This design comes from an exercise in tuning for small area, a short achievable clock period and few clock cycles per item on the open sky130 flow, not from production work.
Only simulation tests tie the RTL to the original design; equivalence was not proved.

==> flow/design.v <==
module alu_multi_cycle #(
    parameter OPERAND_BUS_WIDTH = 8,
    parameter OPERAND_MAX_DATA_WIDTH = 32,
    parameter RESULT_BUS_WIDTH = 16,
    parameter RESULT_MAX_DATA_WIDTH = 64
) (
    input   wire                            clk,
    input   wire                            rst,  
    input   wire                            operand_valid,
    input   wire [2:0]                      op,
    input   wire [OPERAND_BUS_WIDTH-1:0]    a,
    input   wire [OPERAND_BUS_WIDTH-1:0]    b,
    input   wire                            operand_last,
    output  reg                             ready,
    output  reg                             result_valid,
    output  reg  [RESULT_BUS_WIDTH-1:0]     result,
    output  reg                             result_last,
    output  reg                             result_rst
);
    reg [31:0] opa;       
    reg [31:0] opb;       
    reg        cy;        
    reg [2:0]  opc;       
    reg [1:0]  nb;        
    reg        s_recv;    
    reg        s_full;    
    reg        m_busy;    
    reg [2:0]  didx;      
    reg [1:0]  d_one, d_two, d_neg;    
    reg        d_top;     
    reg [63:0] o;         
    reg [1:0]  corr;      
    wire flush = !rst || (operand_valid && op == 3'b111);
    always @(*) result = o[15:0];
    wire is_mul  = (opc == 3'b100);
    wire o_free  = !m_busy && (!result_valid || result_last);
    wire xfer    = s_full && o_free;
    wire step    = m_busy || (xfer && is_mul);
    wire m_done  = (didx == 3'd0);
    wire accept  = operand_valid && ready;
    wire first   = !s_recv;
    wire lastb   = operand_last || !first && nb == 2'd3;
    wire [23:0] ohi  = o[63:40];
    wire [23:0] ofix = corr[1] ? ohi - 24'd1 : (corr[0] ? ohi + 24'd1 : ohi);
    wire o_hi0   = ({ofix, o[39:32]} == 32'd0);
    wire [2:0] cur_op = first ? op : opc;
    wire       cin    = !first && cy;
    wire [9:0] bsum_x = {1'b0, a, 1'b1} + {1'b0, b, cin};
    wire [8:0] bsum   = bsum_x[9:1];
    reg  [7:0] rbyte;
    reg        rcarry;
    always @(*) begin
        rcarry = 1'b0;
        case (cur_op)
            3'b001: {rcarry, rbyte} = bsum;
            3'b010: rbyte = a & b;
            3'b011: rbyte = a ^ b;
            3'b100: rbyte = a;
            default: rbyte = 8'd0;
        endcase
    end
    function automatic [6:0] benc(input [4:0] x);    
        integer m;
        reg b2, b1, b0;
        begin
            benc = 7'd0;
            for (m = 0; m < 2; m = m + 1) begin
                b2 = x[2*m+2]; b1 = x[2*m+1]; b0 = x[2*m];
                benc[m]   = b1 ^ b0;
                benc[2+m] = (b2 & !b1 & !b0) | (!b2 & b1 & b0);
                benc[4+m] = b2 & !(b1 & b0);
            end
            benc[6] = x[4];
        end
    endfunction
    wire [2:0] nd_idx = didx - 3'd1;
    wire [4:0] nd_x   = {opa[{nd_idx, 2'b00} +: 4], (nd_idx == 3'd0) ? 1'b0 : opa[{nd_idx, 2'b00} - 1]};
    wire [4:0] fd_x   = {a[7:4], a[3]};
    function automatic [41:0] add42(input [41:0] x, input [41:0] y);
        reg [41:0] g, p, g0, p0;
        integer i, l, j;
        begin
            g0 = x & y;
            p0 = x ^ y;
            g = g0;
            p = p0;
            for (l = 0; l < 6; l = l + 1) begin
                for (i = 41; i >= 0; i = i - 1) begin
                    if ((i >> l) & 1) begin
                        j = ((i >> l) << l) - 1;
                        g[i] = g[i] | (p[i] & g[j]);
                        p[i] = p[i] & p[j];
                    end
                end
            end
            add42[0] = p0[0];
            for (i = 1; i < 42; i = i + 1) add42[i] = p0[i] ^ g[i-1];
        end
    endfunction
    wire [32:0] pp0 = (({33{d_one[0]}} & {1'b0, opb}) | ({33{d_two[0]}} & {opb, 1'b0})) ^ {33{d_neg[0]}};
    wire [32:0] pp1 = (({33{d_one[1]}} & {1'b0, opb}) | ({33{d_two[1]}} & {opb, 1'b0})) ^ {33{d_neg[1]}};
    wire [41:0] row0 = {6'b111111, !d_neg[0], d_neg[0], d_neg[0], pp0};
    wire [41:0] row1 = {6'd0, !d_neg[1], pp1, 2'b00};
    wire [39:0] accl = {o[35:16], o[15:0] & {16{m_busy}}, 4'd0} | {4'd0, opb & {32{d_top}}, 4'd0};
    wire [41:0] arow = {2'd0, accl[39:4], 1'b0, d_neg[1], 1'b0, d_neg[0]};
    wire [41:0] c1s  = row0 ^ row1 ^ arow;
    wire [41:0] c1c  = ((row0 & row1) | (row0 & arow) | (row1 & arow)) << 1;
    wire [41:0] lsum = add42(c1s, c1c);
    wire [23:0] acch = {ofix[19:0], o[39:36]};
    wire [63:0] macc = {acch, lsum[39:0]};
    always @(posedge clk) begin
        if (step)
            o <= macc;
        else if (xfer)
            o <= {31'd0, cy && nb == 2'd0, opa[31:25], opa[24] | (cy && nb == 2'd3),
                  opa[23:17], opa[16] | (cy && nb == 2'd2), opa[15:9], opa[8] | (cy && nb == 2'd1), opa[7:0]};
        else if (result_rst)
            o <= 64'd0;      
        else
            o <= {16'd0, ofix, o[39:16]};
        if (flush || !step)
            corr <= 2'b00;
        else
            corr <= lsum[41:40];
    end
    always @(posedge clk) begin
        if (accept) begin
            cy <= rcarry;
            if (first) begin
                opa <= {24'd0, rbyte};
                opb <= {24'd0, b};
            end else begin
                case (nb)
                    2'd1: begin opa[15:8]  <= rbyte; opb[15:8]  <= b; end
                    2'd2: begin opa[23:16] <= rbyte; opb[23:16] <= b; end
                    default: begin opa[31:24] <= rbyte; opb[31:24] <= b; end
                endcase
            end
        end
    end
    reg        s_recv_n, s_full_n, m_busy_n, rv_n, rl_n;
    reg [2:0]  didx_n, opc_n;
    reg [1:0]  nb_n;
    reg [6:0]  dsel_n;
    always @(*) begin
        s_recv_n = s_recv;
        s_full_n = s_full;
        m_busy_n = m_busy;
        didx_n   = didx;
        opc_n    = opc;
        nb_n     = nb;
        dsel_n   = {d_top, d_neg, d_two, d_one};
        if (result_valid && !result_last) begin
            rv_n = 1'b1;
            rl_n = o_hi0;
        end else begin
            rv_n = 1'b0;
            rl_n = 1'b0;
        end
        if (step) begin
            didx_n   = nd_idx;
            dsel_n   = benc(nd_x) & 7'b0111111;
            m_busy_n = !m_done;
            if (m_done) begin
                s_full_n = 1'b0;
                rv_n     = 1'b1;
                rl_n     = 1'b0;
            end
        end else if (xfer) begin
            s_full_n = 1'b0;
            rv_n     = 1'b1;
            rl_n     = 1'b0;
        end
        if (accept) begin
            if (first) begin
                opc_n = op;
                nb_n  = 2'd1;
                if (op != 3'b000) begin
                    if (operand_last) s_full_n = 1'b1;
                    else              s_recv_n = 1'b1;
                end
            end else begin
                nb_n = nb + 2'd1;
                if (lastb) begin
                    s_recv_n = 1'b0;
                    s_full_n = 1'b1;
                end
            end
            if (lastb) begin
                didx_n = {nb, 1'b1} & {first ? 2'b00 : 2'b11, 1'b1};
                dsel_n = benc(fd_x);
            end
        end
        if (flush) begin
            s_recv_n = 1'b0;
            s_full_n = 1'b0;
            m_busy_n = 1'b0;
            rv_n     = 1'b0;
            rl_n     = 1'b0;
        end
    end
    reg rv_k, rl_k;
    always @(*) begin
        if (step && m_done || xfer && !is_mul) begin
            rv_k = 1'b1;
            rl_k = 1'b0;
        end else if (result_valid && !result_last) begin
            rv_k = 1'b1;
            rl_k = o_hi0;
        end else begin
            rv_k = 1'b0;
            rl_k = 1'b0;
        end
    end
    wire mb_k     = step ? !m_done : m_busy;
    wire mdone_k  = step && !m_done && didx == 3'd1;
    wire o_free_k = !mb_k && (!rv_k || rl_k);
    wire s_keep   = s_full && !(xfer && !is_mul) && !(step && m_done);
    wire comp     = accept && (first ? (op != 3'b000 && operand_last) : lastb);
    wire newmul   = (cur_op == 3'b100);
    wire ready_n  = flush || (comp ? (!newmul && o_free_k) || mdone_k
                                   : !s_keep || (!is_mul && o_free_k) || mdone_k);
    always @(posedge clk) begin
        s_recv       <= s_recv_n;
        s_full       <= s_full_n;
        m_busy       <= m_busy_n;
        didx         <= didx_n;
        opc          <= opc_n;
        nb           <= nb_n;
        {d_top, d_neg, d_two, d_one} <= dsel_n;
        result_valid <= rv_n;
        result_last  <= rl_n;
        ready        <= ready_n;
        result_rst   <= flush;
    end
endmodule
clock: 10.0 ns
lec_check: 0
cap_margin: 20
core_margin: 2
core_utilization: 40
cts_buf_list: sky130_fd_sc_hd__clkbuf_4 sky130_fd_sc_hd__clkbuf_8
slew_margin: 20
setup_slack_margin: 6.25
buffer_ports_args: -buffer_cell sky130_fd_sc_hd__buf_2
standard.sh (not shown) runs the stock make flow with config.mk's settings and CLKGATE_MAP_FILE= SYNTH_SCRIPT=/design/flow/synth_recipe.tcl, a recipe that flattens the netlist after the stock synthesis.
==> flow/flow/run.sh <==
#!/bin/bash
set -e
echo "export SETUP_SLACK_MARGIN = 6.25" >> config.mk
echo "export BUFFER_PORTS_ARGS = -buffer_cell sky130_fd_sc_hd__buf_2" >> config.mk
bash standard.sh > standard.log 2>&1
The starting point produced a clean layout.
Testbench counts at the start, summed over its fixed seeds: cycles 31,033, items 8,000.
Next try:
--- a/flow/flow/run.sh
+++ b/flow/flow/run.sh
@@ -3 +3 @@
-echo "export SETUP_SLACK_MARGIN = 6.25" >> config.mk
+echo "export SETUP_SLACK_MARGIN = 5.75" >> config.mk
SETUP_SLACK_MARGIN = 5.75   (was 6.25)
=>
- maximum frequency came out lower by about 6%
- sequential cell count stays the same
- hold slack gets better by 0.033 ns
- non-clock buffer count shrinks by 52
Next try:
--- a/flow/flow/run.sh
+++ b/flow/flow/run.sh
@@ -3 +3 @@
-echo "export SETUP_SLACK_MARGIN = 5.75" >> config.mk
+echo "export SETUP_SLACK_MARGIN = 6.0" >> config.mk
PLACE_DENSITY = 0.7   (was unset)
SETUP_SLACK_MARGIN = 6.0   (was 5.75)
Outcome: The new run finished with timing, DRC and antenna clean; via count rises by about 3.2%; register-to-register slack improves by 0.18 ns; routed wire length stays flat; final area is higher by 3.4%.
Next try:
--- a/flow/flow/run.sh
+++ b/flow/flow/run.sh
@@ -3 +3 @@
-echo "export SETUP_SLACK_MARGIN = 6.0" >> config.mk
+echo "export SETUP_SLACK_MARGIN = 6.1" >> config.mk
PLACE_DENSITY = unset   (was 0.7)
SETUP_SLACK_MARGIN = 6.1   (was 6.0)
Result:
- The changed run finished clean
- via count rose by 1.0%
- routed wire length rose by 5.5%
- design area rose by 2.6%
- non-clock buffer count rose by 10
- cell count rose by 0.64%
- die area does not change

==> static timing again, ports no longer ideal <==
The results above use ideal ports. As a check the final layouts listed here were re-extracted and re-timed, cells and wires unchanged.
Step 1, drivers: a clkbuf_16 drives clk and a buf_2 each remaining input, both assumed.
Step 2, shift: input delay + t, output delay - t, t = (earliest + latest rising clock arrival at the registers) / 2. This alone moves slack from input paths to output paths.
a / b / c = ideal / step 1 / step 2; a / b = the first two.
run | shift t [ns] | setup WS [ns] | worst slew at a driven data input, ns
the first run | 0.504 | 6.173 / 6.168 / 5.663 | 0.06
the second run | 0.510 | 5.920 / 5.920 / 5.481 | 0.03
the third run | 0.512 | 6.105 / 6.105 / 5.657 | 0.03
the fourth run | 0.512 | 6.100 / 6.100 / 5.733 | 0.04
After both steps every run listed still meets setup and hold. The setup slack of the first run, which loses most, moves by -0.005 ns with the drivers and by -0.510 ns with both steps.
